Background: an optimization exercise with open tools, aiming at small area. Do not read the settings as production practice. In this exercise RTL edits were held to simulation tests only and were not proved equivalent to the original. Power is estimated from default activity; no workload was simulated.

<file path="design/flow/config.mk">
export PLATFORM = sky130hd
export DESIGN_NAME = Sdram_Control
export DESIGN_NICKNAME = Sdram_Control
export VERILOG_FILES = /design/flow/design.v
export SDC_FILE = /design/flow/constraint.sdc
export NUM_CORES = 8
export LEC_CHECK = 0
export CAP_MARGIN = 20
export CORE_MARGIN = 2
export CORE_UTILIZATION = 40
export SLEW_MARGIN = 20
</file>
<file path="design/flow/constraint.sdc">
create_clock -name core_clock -period 10.0 [get_ports {CLK}]
set_input_delay 2.0000 -clock core_clock [delete_from_list [all_inputs] [get_ports {CLK}]]
set_output_delay 2.0000 -clock core_clock [all_outputs]
set_load 0.01 [all_outputs]
</file>
<file path="design/flow/design.v">
parameter	INIT_PER	   =	24000;
parameter	REF_PER		=	1024;
parameter	SC_CL		  =	3;
parameter	SC_RCD		=	3;
parameter	SC_RRD		=	7;
parameter	SC_PM		  =	1;
parameter	SC_BL		  =	1;
parameter	SDR_BL		=	(SC_PM == 1) ? 3'b111	:
							        (SC_BL == 1) ? 3'b000	:
							        (SC_BL == 2) ? 3'b001 :
							        (SC_BL == 4) ? 3'b010 : 3'b011;
parameter	SDR_BT		=	1'b0;	 
parameter	SDR_CL		=	(SC_CL == 2) ? 3'b10 : 3'b11;
module control_interface(
        CLK,
        RESET_N,
        CMD,
        ADDR,
        REF_ACK,
		INIT_ACK,
        CM_ACK,
        NOP,
        READA,
        WRITEA,
        REFRESH,
        PRECHARGE,
        LOAD_MODE,
        SADDR,
        REF_REQ,
		INIT_REQ,
        CMD_ACK
        );
parameter	INIT_PER	   =	24000;
parameter	REF_PER		=	1024;
parameter	SC_CL		  =	3;
parameter	SC_RCD		=	3;
parameter	SC_RRD		=	7;
parameter	SC_PM		  =	1;
parameter	SC_BL		  =	1;
parameter	SDR_BL		=	(SC_PM == 1) ? 3'b111	:
							        (SC_BL == 1) ? 3'b000	:
							        (SC_BL == 2) ? 3'b001 :
							        (SC_BL == 4) ? 3'b010 : 3'b011;
parameter	SDR_BT		=	1'b0;	 
parameter	SDR_CL		=	(SC_CL == 2) ? 3'b10 : 3'b11;
input                           CLK;                     
input                           RESET_N;                 
input   [2:0]                   CMD;                     
input   [23-1:0]            ADDR;                    
input                           REF_ACK;                 
input							INIT_ACK;				 
input                           CM_ACK;                  
output                          NOP;                     
output                          READA;                   
output                          WRITEA;                  
output                          REFRESH;                 
output                          PRECHARGE;               
output                          LOAD_MODE;               
output  [23-1:0]            SADDR;                   
output                          REF_REQ;                 
output                          INIT_REQ;                
output                          CMD_ACK;                 
reg                             NOP;
reg                             READA;
reg                             WRITEA;
reg                             REFRESH;
reg                             PRECHARGE;
reg                             LOAD_MODE;
reg     [23-1:0]            SADDR;
reg                             REF_REQ;
reg                             INIT_REQ;
reg                             CMD_ACK;
reg     [15:0]                  timer;
reg		[15:0]					init_timer;
always @(posedge CLK or negedge RESET_N)
begin
        if (RESET_N == 0) 
        begin
                NOP             <= 0;
                READA           <= 0;
                WRITEA          <= 0;
                SADDR           <= 0;
        end
        else
        begin
                SADDR <= ADDR;                                   
                if (CMD == 3'b000)                               
                        NOP <= 1;
                else
                        NOP <= 0;
                if (CMD == 3'b001)                               
                        READA <= 1;
                else
                        READA <= 0;
                if (CMD == 3'b010)                               
                        WRITEA <= 1;
                else
                        WRITEA <= 0;
        end
end
always @(posedge CLK or negedge RESET_N)
begin
        if (RESET_N == 0)
                CMD_ACK <= 0;
        else
                if ((CM_ACK == 1) & (CMD_ACK == 0))
                        CMD_ACK <= 1;
                else
                        CMD_ACK <= 0;
end
always @(posedge CLK or negedge RESET_N) begin
        if (RESET_N == 0) 
        begin
                timer           <= 0;
                REF_REQ         <= 0;
        end        
        else 
        begin
                if (REF_ACK == 1)
				begin
                	timer <= REF_PER;
					REF_REQ	<=0;
				end
				else if (INIT_REQ == 1)
				begin
                	timer <= REF_PER+200;
					REF_REQ	<=0;					
				end
                else
                	timer <= timer - 1'b1;
                if (timer==0)
                    REF_REQ    <= 1;
        end
end
always @(posedge CLK or negedge RESET_N) begin
        if (RESET_N == 0) 
        begin
                init_timer      <= 0;
				REFRESH         <= 0;
                PRECHARGE      	<= 0; 
				LOAD_MODE		<= 0;
				INIT_REQ		<= 0;
        end        
        else 
        begin
                if ( init_timer  < (INIT_PER+201))
					init_timer 	<= init_timer+1;
				if (init_timer < INIT_PER)
				begin
					REFRESH		<=0;
					PRECHARGE	<=0;
					LOAD_MODE	<=0;
					INIT_REQ	<=1;
				end
				else if(init_timer == (INIT_PER+20))
				begin
					REFRESH		<=0;
					PRECHARGE	<=1;
					LOAD_MODE	<=0;
					INIT_REQ	<=0;
				end
				else if( 	(init_timer == (INIT_PER+40))	||
							(init_timer == (INIT_PER+60))	||
							(init_timer == (INIT_PER+80))	||
							(init_timer == (INIT_PER+100))	||
							(init_timer == (INIT_PER+120))	||
							(init_timer == (INIT_PER+140))	||
							(init_timer == (INIT_PER+160))	||
							(init_timer == (INIT_PER+180))	)
				begin
					REFRESH		<=1;
					PRECHARGE	<=0;
					LOAD_MODE	<=0;
					INIT_REQ	<=0;
				end
				else if(init_timer == (INIT_PER+200))
				begin
					REFRESH		<=0;
					PRECHARGE	<=0;
					LOAD_MODE	<=1;
					INIT_REQ	<=0;				
				end
				else
				begin
					REFRESH		<=0;
					PRECHARGE	<=0;
					LOAD_MODE	<=0;
					INIT_REQ	<=0;									
				end
        end
end
endmodule
module command(
        CLK,
        RESET_N,
        SADDR,
        NOP,
        READA,
        WRITEA,
        REFRESH,
        PRECHARGE,
        LOAD_MODE,
        REF_REQ,
		INIT_REQ,
		PM_STOP,
		PM_DONE,
        REF_ACK,
        CM_ACK,
        OE,
        SA,
        BA,
        CS_N,
        CKE,
        RAS_N,
        CAS_N,
        WE_N
        );
parameter	INIT_PER	   =	24000;
parameter	REF_PER		=	1024;
parameter	SC_CL		  =	3;
parameter	SC_RCD		=	3;
parameter	SC_RRD		=	7;
parameter	SC_PM		  =	1;
parameter	SC_BL		  =	1;
parameter	SDR_BL		=	(SC_PM == 1) ? 3'b111	:
							        (SC_BL == 1) ? 3'b000	:
							        (SC_BL == 2) ? 3'b001 :
							        (SC_BL == 4) ? 3'b010 : 3'b011;
parameter	SDR_BT		=	1'b0;	 
parameter	SDR_CL		=	(SC_CL == 2) ? 3'b10 : 3'b11;
input                           CLK;                     
input                           RESET_N;                 
input   [23-1:0]            SADDR;                   
input                           NOP;                     
input                           READA;                   
input                           WRITEA;                  
input                           REFRESH;                 
input                           PRECHARGE;               
input                           LOAD_MODE;               
input                           REF_REQ;                 
input							INIT_REQ;				 
input							PM_STOP;				 
input							PM_DONE;				 
output                          REF_ACK;                 
output                          CM_ACK;                  
output                          OE;                      
output  [11:0]                  SA;                      
output  [1:0]                   BA;                      
output  [1:0]                   CS_N;                    
output                          CKE;                     
output                          RAS_N;                   
output                          CAS_N;                   
output                          WE_N;                    
reg                             CM_ACK;
reg                             REF_ACK;
reg                             OE;
reg     [11:0]                  SA;
reg     [1:0]                   BA;
reg     [1:0]                   CS_N;
reg                             CKE;
reg                             RAS_N;
reg                             CAS_N;
reg                             WE_N;
reg                             do_reada;
reg                             do_writea;
reg                             do_refresh;
reg                             do_precharge;
reg                             do_load_mode;
reg								do_initial;
reg                             command_done;
reg     [7:0]                   command_delay;
reg     [1:0]                   rw_shift;
reg                             do_act;
reg                             rw_flag;
reg                             do_rw;
reg     [6:0]                   oe_shift;
reg                             oe1;
reg                             oe2;
reg                             oe3;
reg                             oe4;
reg     [3:0]                   rp_shift;
reg                             rp_done;
reg								ex_read;
reg								ex_write;
wire    [12 - 1:0]        rowaddr;
wire    [8 - 1:0]        coladdr;
wire    [2 - 1:0]       bankaddr;
assign   rowaddr   = SADDR[8 + 12 - 1: 8];           
assign   coladdr   = SADDR[0 + 8 - 1:0];            
assign   bankaddr  = SADDR[20 + 2 - 1:20];         
always @(posedge CLK or negedge RESET_N)
begin
        if (RESET_N == 0) 
        begin
                do_reada        <= 0;
                do_writea       <= 0;
                do_refresh      <= 0;
                do_precharge    <= 0;
                do_load_mode    <= 0;
				do_initial		<= 0;
                command_done    <= 0;
                command_delay   <= 0;
                rw_flag         <= 0;
                rp_shift        <= 0;
                rp_done         <= 0;
				ex_read			<= 0;
				ex_write		<= 0;
        end
        else
        begin
			if( INIT_REQ == 1 )
			begin
                do_reada        <= 0;
                do_writea       <= 0;
                do_refresh      <= 0;
                do_precharge    <= 0;
                do_load_mode    <= 0;
				do_initial		<= 1;
                command_done    <= 0;
                command_delay   <= 0;
                rw_flag         <= 0;
                rp_shift        <= 0;
                rp_done         <= 0;
				ex_read			<= 0;
				ex_write		<= 0;
			end
			else
			begin
				do_initial		<= 0;
                if ((REF_REQ == 1 | REFRESH == 1) & command_done == 0 & do_refresh == 0 & rp_done == 0          
                        & do_reada == 0 & do_writea == 0)
                        do_refresh <= 1;         
                else
                        do_refresh <= 0;
                if ((READA == 1) & (command_done == 0) & (do_reada == 0) & (rp_done == 0) & (REF_REQ == 0))     
                begin
				        do_reada <= 1;
						ex_read <= 1;
				end
                else
                        do_reada <= 0;
                if ((WRITEA == 1) & (command_done == 0) & (do_writea == 0) & (rp_done == 0) & (REF_REQ == 0))   
                begin
				        do_writea <= 1;
						ex_write <= 1;
				end
                else
                        do_writea <= 0;
                if ((PRECHARGE == 1) & (command_done == 0) & (do_precharge == 0))	 
                        do_precharge <= 1;
                else
                        do_precharge <= 0;
                if ((LOAD_MODE == 1) & (command_done == 0) & (do_load_mode == 0))	 
                        do_load_mode <= 1;
                else
                        do_load_mode <= 0;
                if ((do_refresh == 1) | (do_reada == 1) | (do_writea == 1) | (do_precharge == 1)
                     | (do_load_mode == 1))
                begin
                        command_delay <= 8'b11111111;
                        command_done  <= 1;
                        rw_flag <= do_reada;                                                  
                end
                else
                begin
                        command_done        <= command_delay[0];                 
                        command_delay		<= (command_delay>>1);
                end 
                if (command_delay[0] == 0 & command_done == 1)
                begin
                	rp_shift <= 4'b1111;
                	rp_done <= 1;
                end
                else
                begin						
					if(SC_PM == 0)
					begin
						rp_shift	<= (rp_shift>>1);
                    	rp_done		<= rp_shift[0];
					end
					else
					begin
						if( (ex_read == 0) && (ex_write == 0) )
						begin
							rp_shift	<= (rp_shift>>1);
        	            	rp_done		<= rp_shift[0];
						end
						else
						begin
							if( PM_STOP==1 )
							begin
								rp_shift	<= (rp_shift>>1);
        	      		      	rp_done     <= rp_shift[0];
								ex_read		<= 1'b0;
								ex_write	<= 1'b0;
							end					
						end
					end
                end
			end
        end
end
always @(posedge CLK or negedge RESET_N)
begin
        if (RESET_N == 0)
        begin
                oe_shift <= 0;
                oe1      <= 0;
                oe2      <= 0;
                oe3      <= 0;
                oe4      <= 0;
                OE       <= 0;
        end
        else
        begin
                if (SC_PM == 0)
                begin
                        if (do_writea == 1)
                        begin
                                if (SC_BL == 1)				 
                                        oe_shift <= 0;		 
                                else if (SC_BL == 2)
                                        oe_shift <= 1;
                                else if (SC_BL == 4)
                                        oe_shift <= 7;
                                else if (SC_BL == 8)
                                        oe_shift <= 127;
                                oe1 <= 1;
                        end
                        else 
                        begin
                                oe_shift <= (oe_shift>>1);
                                oe1  <= oe_shift[0];
                                oe2  <= oe1;
                                oe3  <= oe2;
                                oe4  <= oe3;
                                if (SC_RCD == 2)
                                        OE <= oe3;
                                else
                                        OE <= oe4;
                        end
                end
                else
                begin
                        if (do_writea == 1)					  
                                oe4   <= 1;
                        else if (do_precharge == 1 | do_reada == 1 | do_refresh==1 | do_initial == 1 | PM_STOP==1 )
                                oe4   <= 0;
                        OE <= oe4;
                end
        end
end
always @(posedge CLK or negedge RESET_N)
begin
        if (RESET_N == 0)
        begin
                rw_shift <= 0;
                do_rw    <= 0;
        end
        else
        begin
                if ((do_reada == 1) | (do_writea == 1))
                begin
                        if (SC_RCD == 1)                           
                                do_rw <= 1;
                        else if (SC_RCD == 2)
                                rw_shift <= 1;
                        else if (SC_RCD == 3)
                                rw_shift <= 2;
                end
                else
                begin
                        rw_shift <= (rw_shift>>1);
                        do_rw    <= rw_shift[0];
                end 
        end
end              
always @(posedge CLK or negedge RESET_N) 
begin
        if (RESET_N == 0) 
        begin
                CM_ACK   <= 0;
                REF_ACK  <= 0;
        end
        else
        begin
                if (do_refresh == 1 & REF_REQ == 1)                    
                        REF_ACK <= 1;
                else if ((do_refresh == 1) | (do_reada == 1) | (do_writea == 1) | (do_precharge == 1)    
                         | (do_load_mode))
                        CM_ACK <= 1;
                else
                begin
                        REF_ACK <= 0;
                        CM_ACK  <= 0;
                end
        end
end 
always @(posedge CLK ) begin
        if (RESET_N==0) begin
                SA    <= 0;
                BA    <= 0;
                CS_N  <= 1;
                RAS_N <= 1;
                CAS_N <= 1;
                WE_N  <= 1;
                CKE   <= 0;
        end
        else begin
                CKE <= 1;
                if (do_writea == 1 | do_reada == 1)     
                        SA <= rowaddr;
                else
                        SA <= coladdr;                  
                if ((do_rw==1) | (do_precharge))
                        SA[10] <= !SC_PM;               
                if (do_precharge==1 | do_load_mode==1)
                        BA <= 0;                        
                else
                        BA <= bankaddr[1:0];            
                if (do_refresh==1 | do_precharge==1 | do_load_mode==1 | do_initial==1)
                        CS_N <= 0;                                     
                else                                                   
                begin
                        CS_N[0] <= SADDR[23-1];                    
                        CS_N[1] <= ~SADDR[23-1];                   
                end
				if(do_load_mode==1)
				SA	  <= {2'b00,SDR_CL,SDR_BT,SDR_BL};
                if ( do_refresh==1 ) begin                         
                        RAS_N <= 0;
                        CAS_N <= 0;
                        WE_N  <= 1;
                end
                else if ((do_precharge==1) & ((oe4 == 1) | (rw_flag == 1))) begin       
                        RAS_N <= 1;
                        CAS_N <= 1;
                        WE_N  <= 0;
                end
                else if (do_precharge==1) begin                  
                        RAS_N <= 0;
                        CAS_N <= 1;
                        WE_N  <= 0;
                end
                else if (do_load_mode==1) begin                  
                        RAS_N <= 0;
                        CAS_N <= 0;
                        WE_N  <= 0;
                end
                else if (do_reada == 1 | do_writea == 1) begin   
                        RAS_N <= 0;
                        CAS_N <= 1;
                        WE_N  <= 1;
                end
                else if (do_rw == 1) begin                       
                        RAS_N <= 1;
                        CAS_N <= 0;
                        WE_N  <= rw_flag;
                end
				else if (do_initial ==1) begin
                        RAS_N <= 1;
                        CAS_N <= 1;
                        WE_N  <= 1;				
				end
                else begin                                       
                        RAS_N <= 1;
                        CAS_N <= 1;
                        WE_N  <= 1;
                end
        end 
end
endmodule
module sdr_data_path(
        CLK,
        RESET_N,
        DATAIN,
        DM,
        DQOUT,
        DQM
        );
parameter	INIT_PER	   =	24000;
parameter	REF_PER		=	1024;
parameter	SC_CL		  =	3;
parameter	SC_RCD		=	3;
parameter	SC_RRD		=	7;
parameter	SC_PM		  =	1;
parameter	SC_BL		  =	1;
parameter	SDR_BL		=	(SC_PM == 1) ? 3'b111	:
							        (SC_BL == 1) ? 3'b000	:
							        (SC_BL == 2) ? 3'b001 :
							        (SC_BL == 4) ? 3'b010 : 3'b011;
parameter	SDR_BT		=	1'b0;	 
parameter	SDR_CL		=	(SC_CL == 2) ? 3'b10 : 3'b11;
input                           CLK;                     
input                           RESET_N;                 
input   [16-1:0]            DATAIN;                  
input   [16/8-1:0]          DM;                      
output  [16-1:0]            DQOUT;
output  [16/8-1:0]          DQM;                     
reg     [16/8-1:0]          DQM;
always @(posedge CLK or negedge RESET_N)
begin
        if (RESET_N == 0) 
		DQM		<= 16/8-1'hF;
        else
 		DQM		<=	DM;                 
end
assign DQOUT = DATAIN;
endmodule
module Sdram_Control (
		RESET_N,
		CLK,
		WR1_ADDR,
		WR1_MAX_ADDR,
		WR1_LENGTH,
		WR1_LOAD,
		WR1_FIFO_Q,
		WR1_FIFO_RUSEDW,
		WR1_FIFO_RDREQ,
		RD1_ADDR,
		RD1_MAX_ADDR,
		RD1_LENGTH,
		RD1_LOAD,
		RD1_FIFO_DATA,
		RD1_FIFO_WRREQ,
		RD1_FIFO_WUSEDW,
		SA,
		BA,
		CS_N,
		CKE,
		RAS_N,
		CAS_N,
		WE_N,
		DQ_IN,
		DQ_OUT,
		DQ_OE,
		DQM
);
parameter	INIT_PER	   =	24000;
parameter	REF_PER		=	1024;
parameter	SC_CL		  =	3;
parameter	SC_RCD		=	3;
parameter	SC_RRD		=	7;
parameter	SC_PM		  =	1;
parameter	SC_BL		  =	1;
parameter	SDR_BL		=	(SC_PM == 1) ? 3'b111	:
							        (SC_BL == 1) ? 3'b000	:
							        (SC_BL == 2) ? 3'b001 :
							        (SC_BL == 4) ? 3'b010 : 3'b011;
parameter	SDR_BT		=	1'b0;	 
parameter	SDR_CL		=	(SC_CL == 2) ? 3'b10 : 3'b11;
input                           RESET_N;                 
input                           CLK;
input   [23-1:0]            WR1_ADDR;                
input   [23-1:0]            WR1_MAX_ADDR;            
input          [10:0]           WR1_LENGTH;              
input                           WR1_LOAD;                
input   [16-1:0]            WR1_FIFO_Q;              
input           [9:0]           WR1_FIFO_RUSEDW;         
output                          WR1_FIFO_RDREQ;          
input   [23-1:0]            RD1_ADDR;                
input   [23-1:0]            RD1_MAX_ADDR;            
input          [10:0]           RD1_LENGTH;              
input                           RD1_LOAD;                
output  [16-1:0]            RD1_FIFO_DATA;           
output                          RD1_FIFO_WRREQ;          
input           [9:0]           RD1_FIFO_WUSEDW;         
output        [11:0]            SA;                      
output         [1:0]            BA;                      
output         [1:0]            CS_N;                    
output                          CKE;                     
output                          RAS_N;                   
output                          CAS_N;                   
output                          WE_N;                    
input   [16-1:0]            DQ_IN;                   
output  [16-1:0]            DQ_OUT;                  
output                          DQ_OE;                   
output [16/8-1:0]           DQM;                     
reg		[23-1:0]			        mADDR;					         
reg		       [10:0]			        mLENGTH;				         
reg		[23-1:0]			        rWR1_ADDR;			         
reg		[23-1:0]			        rWR1_MAX_ADDR;	         
reg		       [10:0]		 	        rWR1_LENGTH;		         
reg		[23-1:0]			        rRD1_ADDR;			         
reg		[23-1:0]			        rRD1_MAX_ADDR;	         
reg		       [10:0]			        rRD1_LENGTH;		         
reg		       [1:0]			        WR_MASK;				         
reg		       [1:0]			        RD_MASK;				         
reg								              mWR_DONE;				         
reg								              mRD_DONE;				         
reg								              mWR,Pre_WR;			         
reg							      	        mRD,Pre_RD;			         
reg 	          [9:0] 		          ST;						           
reg		       [1:0] 			        CMD;					           
reg								              PM_STOP;				         
reg								              PM_DONE;				         
reg								              Read;					           
reg								              Write;					         
reg	   [16-1:0]             mDATAOUT;                
wire   [16-1:0]             mDATAIN;                 
wire   [16-1:0]             mDATAIN1;                
wire                            CMDACK;                  
reg  [16/8-1:0]             DQM;                     
reg          [11:0]             SA;                      
reg           [1:0]             BA;                      
reg           [1:0]             CS_N;                    
reg                             CKE;                     
reg                             RAS_N;                   
reg                             CAS_N;                   
reg                             WE_N;                    
wire    [16-1:0]            DQOUT;					         
wire  [16/8-1:0]            IDQM;                    
wire          [12:0]            ISA;                     
wire           [1:0]            IBA;                     
wire           [1:0]            ICS_N;                   
wire                            ICKE;                    
wire                            IRAS_N;                  
wire                            ICAS_N;                  
wire                            IWE_N;                   
reg						      		        OUT_VALID;			         
reg								              IN_REQ;					         
wire           [10:0]		        write_side_fifo_rusedw1;
wire           [10:0]		        read_side_fifo_wusedw1;
wire    [23-1:0]            saddr;
wire                            load_mode;
wire                            nop;
wire                            reada;
wire                            writea;
wire                            refresh;
wire                            precharge;
wire                            oe;
wire							              ref_ack;
wire							              ref_req;
wire							              init_req;
wire							              cm_ack;
wire							              active;
control_interface  u_control_interface (
        .CLK(CLK),
        .RESET_N(RESET_N),
        .CMD(CMD),
        .ADDR(mADDR),
        .REF_ACK(ref_ack),
        .CM_ACK(cm_ack),
        .NOP(nop),
        .READA(reada),
        .WRITEA(writea),
        .REFRESH(refresh),
        .PRECHARGE(precharge),
        .LOAD_MODE(load_mode),
        .SADDR(saddr),
        .REF_REQ(ref_req),
				.INIT_REQ(init_req),
        .CMD_ACK(CMDACK) );
command  u_command (
         .CLK(CLK),
         .RESET_N(RESET_N),
         .SADDR(saddr),
         .NOP(nop),
         .READA(reada),
         .WRITEA(writea),
         .REFRESH(refresh),
				 .LOAD_MODE(load_mode),
         .PRECHARGE(precharge),
         .REF_REQ(ref_req),
				 .INIT_REQ(init_req),
         .REF_ACK(ref_ack),
         .CM_ACK(cm_ack),
         .OE(oe),
				 .PM_STOP(PM_STOP),
				 .PM_DONE(PM_DONE),
         .SA(ISA),
         .BA(IBA),
         .CS_N(ICS_N),
         .CKE(ICKE),
         .RAS_N(IRAS_N),
         .CAS_N(ICAS_N),
         .WE_N(IWE_N) );
sdr_data_path  u_sdr_data_path (
         .CLK(CLK),
         .RESET_N(RESET_N),
         .DATAIN(mDATAIN),
         .DM(2'b00),
         .DQOUT(DQOUT),
         .DQM(IDQM) );
assign mDATAIN1                = WR1_FIFO_Q;
assign write_side_fifo_rusedw1 = {1'b0, WR1_FIFO_RUSEDW};
assign WR1_FIFO_RDREQ          = IN_REQ && WR_MASK[0];
assign read_side_fifo_wusedw1  = {1'b0, RD1_FIFO_WUSEDW};
assign RD1_FIFO_WRREQ          = OUT_VALID && RD_MASK[0];
assign RD1_FIFO_DATA           = mDATAOUT;
assign mDATAIN = mDATAIN1; 
assign DQ_OUT = DQOUT;
assign DQ_OE  = oe;
wire   [16-1:0]             DQ = oe ? DQOUT : DQ_IN;
assign active	=	Read | Write;
always @ (posedge CLK)
begin
	  SA      <= (ST==SC_CL+mLENGTH) ? 12'h200	:	ISA;
    BA      <= IBA;
    CS_N    <= ICS_N;
    CKE     <= ICKE;
    RAS_N   <= (ST==SC_CL+mLENGTH) ? 1'b0 : IRAS_N;
    CAS_N   <= (ST==SC_CL+mLENGTH) ? 1'b1 : ICAS_N;
    WE_N    <= (ST==SC_CL+mLENGTH) ? 1'b0 : IWE_N;
	  PM_STOP	<= (ST==SC_CL+mLENGTH) ? 1'b1 : 1'b0;
	  PM_DONE	<= (ST==SC_CL+SC_RCD+mLENGTH+2)	?	1'b1 : 1'b0;
	  DQM		  <= (active && (ST>=SC_CL) )	 ? (((ST==SC_CL+mLENGTH) && Write)?	2'b11	:	2'b0	)	:	2'b11;
	  mDATAOUT<= DQ;
end
always@(posedge CLK or negedge RESET_N)
begin
	if(!RESET_N)
	begin
		CMD			  <= 0;
		ST			  <= 0;
		Pre_RD	  <= 0;
		Pre_WR	  <= 0;
		Read		  <= 0;
		Write		  <= 0;
		OUT_VALID	<= 0;
		IN_REQ		<= 0;
		mWR_DONE	<= 0;
		mRD_DONE	<= 0;
	end
	else
	begin
		Pre_RD	<=	mRD;
		Pre_WR	<=	mWR;
		case (ST)
		0:	begin
				if (!Pre_WR && mWR)
				begin
					Read	<=	0;
					Write	<=	1;
					CMD		<=	2'b10;
					ST		<=	1;
				end
				else if (!Pre_RD && mRD)
				begin
					Read	<=	1;
					Write	<=	0;
					CMD		<=	2'b01;
					ST		<=	1;
				end
		end
		1:	begin
				if (CMDACK)
				begin
					CMD   <=  2'b00;
					ST    <=  2;
				end
		end
		default:  begin	
				if (ST!=SC_CL+SC_RCD+mLENGTH+1)
				  ST    <=  ST+1;
				else
				  ST    <=  0;
		end
		endcase
		if (Write)
		begin
			if (ST==SC_CL-1)
			  IN_REQ	<=	1;
			else if (ST==SC_CL+mLENGTH-1)
			  IN_REQ	<=	0;
			else if (ST==SC_CL+SC_RCD+mLENGTH)
			begin
				Write 	<=	0;
				mWR_DONE<=	1;
			end
		end
		else
		  mWR_DONE  <=	0;
		if (Read)
		begin
			if (ST==SC_CL+SC_RCD+1)
			  OUT_VALID	<=	1;
			else if (ST==SC_CL+SC_RCD+mLENGTH+1)
			begin
				OUT_VALID	<=	0;
				Read		  <=	0;
				mRD_DONE	<=	1;
			end
		end
		else
		  mRD_DONE	  <=	0;
	end
end
always@(posedge CLK)
	if (!RESET_N)
	begin
		rWR1_ADDR		  <=	WR1_ADDR;
		rRD1_ADDR		  <=	RD1_ADDR;
		rWR1_MAX_ADDR	<=	WR1_MAX_ADDR;
		rRD1_MAX_ADDR	<=	RD1_MAX_ADDR;
		rWR1_LENGTH		<=	WR1_LENGTH;
		rRD1_LENGTH		<=	RD1_LENGTH;
	end
	else
	begin
    if (mWR_DONE&&WR_MASK[0])
		begin
			if(rWR1_ADDR < rWR1_MAX_ADDR-rWR1_LENGTH)
				rWR1_ADDR	<= rWR1_ADDR+rWR1_LENGTH;
			else
				rWR1_ADDR	<= WR1_ADDR;
		end
		if (mRD_DONE&&RD_MASK[0])
		begin
			if(rRD1_ADDR<rRD1_MAX_ADDR-rRD1_LENGTH)
				rRD1_ADDR	<=	rRD1_ADDR+rRD1_LENGTH;
			else
				rRD1_ADDR	<=	RD1_ADDR;
		end
	end
always@(posedge CLK or negedge RESET_N)
	if (!RESET_N)
	begin
		mWR		<=	0;
		mRD		<=	0;
		mADDR   <=	0;
		mLENGTH	<=	0;
		RD_MASK <=	0;  
		WR_MASK <=	0;
	end
	else
	begin
		if ( (mWR==0) && (mRD==0) && (ST==0) &&
			(WR_MASK==0)	&&	(RD_MASK==0) &&
			(WR1_LOAD==0)	
			&&	(RD1_LOAD==0)
			)
		begin
			if ( ( write_side_fifo_rusedw1 >= rWR1_LENGTH  ) && (rWR1_LENGTH!=0) )
			begin
				mADDR	  <=	rWR1_ADDR;
				mLENGTH	<=	rWR1_LENGTH;
				WR_MASK	<=	2'b01;
				RD_MASK	<=	2'b00;
				mWR		  <=	1;
				mRD		  <=	0;
			end
			else if ( (read_side_fifo_wusedw1 < rRD1_LENGTH) )
			begin
				mADDR	  <=	rRD1_ADDR;
				mLENGTH	<=	rRD1_LENGTH;
				WR_MASK	<=	2'b00;
				RD_MASK	<=	2'b01;
				mWR		  <=	0;
				mRD		  <=	1;				
			end
		end
		if (mRD_DONE)
		begin
			RD_MASK	<=	0;
			mRD		  <=	0;
		end		
		else if (mWR_DONE)
		begin
			WR_MASK	<=	0;
			mWR		  <=	0;
		end
	end
endmodule
</file>
<file path="design/flow/run.sh">
#!/bin/bash
# synth_recipe.tcl (not shown) runs the flow's synth.tcl, then flattens the netlist and writes it again
# the make line also repeats each setting of config.mk as NAME=value (left out here)
make -C /OpenROAD-flow-scripts/flow DESIGN_CONFIG=/design/flow/config.mk WORK_HOME=/design/flow/orfs CLKGATE_MAP_FILE= SYNTH_SCRIPT=/design/flow/synth_recipe.tcl finish
</file>
==> flow_metrics.env <==
export IMPL_cts_tree="built"
export IMPL_fp_dieH_um=214.2
export IMPL_combPwrFrac_pct=30.2
export IMPL_overflow=0
export IMPL_cp_data_required_time_ps=10310
export IMPL_dieArea_mm2=0.04589
export IMPL_power_density_mw_per_mm2=212.7
export IMPL_path_max_fanout=22
export IMPL_clkPwrFrac_pct=29.2
export IMPL_setup_viol=0
export IMPL_switching_share_pct=33.89
export IMPL_first_pass_iters=5
export IMPL_cap_violations=0
export IMPL_yosys_register_bits=323
export IMPL_rows=77
export IMPL_cts_buffers=38
export IMPL_yosysWarnings=7
export IMPL_synth_common_cells="dfrtp_1, nor2_1, ha_1"
export IMPL_power_switching_mw=1.556
export IMPL_max_slew_margin_rel_pct=30.49
export IMPL_grt_pass1_wl_mm=73.20
export IMPL_final_util_pct=49.13
export IMPL_yosys_most_used_dff="dfrtp_1"
export IMPL_synth_area_top_cells="dfrtp_1, edfxtp_1, ha_1"
export IMPL_cts_num_sinks=323
export IMPL_synth_edf_count=114
export IMPL_worstPathCellList="inv_1 > ha_1 > nor2b_1 > o21ai_0 > a21boi_0 > o21ai_0 > a211oi_1 > o31ai_1 > nor3b_1 > xnor2_1 > ha_1 > nor2b_1 > o21ai_0 > a21oi_1 > o21a_1 > o21ai_0 > o211ai_1 > buf_4 > mux2_2"
export IMPL_clock_path_buffers=3
export IMPL_status="timing/DRC/antenna clean"
export IMPL_p_leak_nw=8.819
export IMPL_grt_max_degree=75
export IMPL_synth_top_area_share_pct=21.38
export IMPL_port_buffers=226
export IMPL_fin_nets=2193
export IMPL_path_buf_inv=2
export IMPL_final_period_utilization_pct=51.94
export IMPL_syn_nets=1992
export IMPL_cp_slowest_cell="o31ai_1"
export IMPL_area_growth_syn_to_layout_pct=22.11
export IMPL_gp_congestion=0.9600
export IMPL_cts_resized=0
export IMPL_synth_area_mm2=0.01768
export IMPL_finalSetupTns_ps=0
export IMPL_num_antenna_cells=0
export IMPL_timing_critical_path_mode_cell="o21ai_0"
export IMPL_synthArstFlopShare_pct=46.75
export IMPL_critPathMaxStageDelay_ps=740
export IMPL_drive_above_1_share_pct=7.213
export IMPL_via_count=13490
export IMPL_core_area_mm2=0.04393
export IMPL_max_freq_ghz=0.1925
export IMPL_dpl_hpwl_mm=35.26
export IMPL_internal_power_mw=3.035
export IMPL_cts_max_level=2
export IMPL_worstSetupEndpointType="flip-flop"
export IMPL_insertion_delay_ps=560
export IMPL_ant_nets=0
export IMPL_hold_viol=0
export IMPL_synth_cells=1697
export IMPL_grt_pass1_vias=13550
export IMPL_clk_pin_slew_ps=50
export IMPL_grt_setup_unrepaired="false"
export IMPL_path_delay_family="compound AO/OA/AOI/OAI gates"
export IMPL_via_per_inst=5.355
export IMPL_synth_top_area_cell="dfrtp_1"
export IMPL_die_w_um=214.2
export IMPL_grtUsageTotal_pct=19.97
export IMPL_postCtsSetupRepairBufs=0
export IMPL_post_synth_top_count_cell="dfrtp_1"
export IMPL_min_period_ps=5194
export IMPL_worstSetupStartpointType="flip-flop"
export IMPL_r2r_slack_ps=4810
export IMPL_drtIter0Drc=775
export IMPL_drc=0
export IMPL_boundaryPins=227
export IMPL_maxSlewViolCount=0
export IMPL_finalWirelength_mm=46.09
export IMPL_avgSynthCellArea_um2=10.42
export IMPL_max_vdd_ir_drop_v=0.0001289
export IMPL_synth_cell_types=80
export IMPL_avgRoutedWirePerCell_um=18.30
export IMPL_initial_core_util_pct=40.24
export IMPL_hp_class="reg2reg"
export IMPL_cp_arrival_ps=5500
export IMPL_clock_root_buffer="clkbuf_16"
export IMPL_antenna_found_initial=0
export IMPL_p_seq_share_pct=40.5
export IMPL_tightestPinTransition_ps=1040
export IMPL_fin_skew_ps=12.09
export IMPL_critical_path_class="reg2reg"
export IMPL_yosysSeqAreaShare_pct=47.31
export IMPL_ctsHoldBuffers=0
==> worst register-to-register path: stages (launching register included) <==
cell and delay [ps]:
edfxtp_1 430, inv_1 230, ha_1 280, nor2b_1 120, o21ai_0 250, a21boi_0 150, o21ai_0 360, a211oi_1 170
o31ai_1 740, nor3b_1 320, xnor2_1 160, ha_1 260, nor2b_1 130, o21ai_0 150, a21oi_1 90, o21a_1 160
o21ai_0 190, o211ai_1 160, buf_4 270, mux2_2 320
==> cell type report <==
class	instances	area (µm²)
multi-input combinational	1230	8678
timing repair buffer	234	2323
fill	4089	22350
inverter	71	267.8
clock inverter	16	113.9
clock buffer	53	1099
tap	592	740.7
sequential	323	8363
==> routing by layer <==
layer	part of all wire (%)	up-vias	global-route usage, %
met3	5.7	78	2.993
li1	-	6531	-
met4	3.4	0	7.593
met2	46	447	32.66
met1	45	6433	26.82
met5	0	-	0
==> power by group through the flow <==
stage | Sequential (mW) | Combinational, mW | Clock [mW]
6_report | 1.86 | 1.39 | 1.34
5_1_grt | 1.90 | 1.54 | 1.43
4_1_cts | 1.86 | 1.38 | 1.38
3_5_place_dp | 1.88 | 1.38 | 0
3_3_place_gp | 1.88 | 1.35 | 0
2_1_floorplan | 1.73 | 1.08 | 0
==> cells in the final DEF (no fill, tap or decap), drive strengths merged, types with 7 or more instances in the layout <==
cell	synthesis	layout
o21a	15	15
xor2	52	52
or4	10	10
or3	19	19
and3	38	38
nand3	50	50
dfxtp	58	58
xnor2	108	108
a211oi	11	11
a21o	19	19
mux2i	7	7
o211ai	12	12
a21oi	85	85
clkdlybuf4s50	0	225
o21ai	83	83
nor4	20	20
or2	14	14
nor3b	8	8
nand2b	18	18
clkinv	1	11
and2	31	31
edfxtp	114	114
nand2	109	109
inv	70	74
mux2	41	41
dfrtp	151	151
a221o	34	34
a31oi	20	20
nor2b	29	29
clkbuf	38	53
nand4	14	14
buf	35	9
nor2	124	124
nor3	60	60
ha	121	121
==> state kept, by name, summed over array words and instances, names as in the netlist, 4 cells and up <==
name	flops
SA	12
ST	10
u_command.command_delay	8
rWR1_LENGTH	11
u_control_interface.SADDR	23
rRD1_MAX_ADDR	23
rWR1_MAX_ADDR	23
u_command.SA	12
mDATAOUT	16
rRD1_ADDR	23
rRD1_LENGTH	11
u_command.rp_shift	4
u_control_interface.timer	16
u_control_interface.init_timer	16
mLENGTH	11
rWR1_ADDR	23
mADDR	23
==> stage by stage <==
stage	setup WS [ps]	power (mW)	instances	cell area, µm²	hold slack (ps)
global route	4295	4.864	2519	21590	339.6
floorplan	4798	2.806	1697	17680	309.6
global placement	4710	3.234	2450	20360	313.4
finish	4806	4.592	2519	21590	331.1
detailed placement	4641	3.262	2450	20360	312.1
CTS	4624	4.626	2519	21580	333.3
==> cell families after synthesis <==
kind of cell	synth area share, %
xor gates and xnor gates	7.970
adders and majority gates	9.018
muxes	3.008
AOI/OAI and AO/OA	12.19
DFF	47.31
and+or+nand+nor	16.84
buffers and inverters	3.666
==> final timing paths <==
path | start | to | depth (start not counted)
max reg2reg | rWR1_LENGTH[1] | rWR1_ADDR[6] | 19
min | u_command.CKE | CKE | 0
min reg2reg | u_command.CKE | CKE | 0
min in group asynchronous | RESET_N | u_command.rp_shift[3] | 1
max | rWR1_LENGTH[1] | rWR1_ADDR[6] | 19
max in group asynchronous | RESET_N | u_control_interface.timer[15] | 2

## afterwards: timing with drivers on the ports
The flow's constraints put no driver on any port. The routed layout listed below was extracted and timed again, unchanged, in two steps. Step 1 (the two cells are an assumption about what drives the block):
set clk [get_ports {CLK}]
set_driving_cell -lib_cell sky130_fd_sc_hd__clkbuf_16 $clk
set_driving_cell -lib_cell sky130_fd_sc_hd__buf_2 [delete_from_list [all_inputs] $clk]
Step 2 times the ports against the registers' clock, not the clock port: input delays grow and output delays shrink by t, the midpoint of the rising clock arrivals with the driver on. a / b / c = no drivers / after step 1 / after step 2; a / b = the first two.
t, ns: 0.607
setup slack, ns: 4.806 / 4.806 / 4.685
worst setup path at the end: input to register
latest minus earliest clock arrival (ns): 0.013 / 0.013
After both steps setup and hold are still met in this run. For this run, drivers alone change the setup slack by 0.000 ns; drivers and shift together by -0.121 ns.
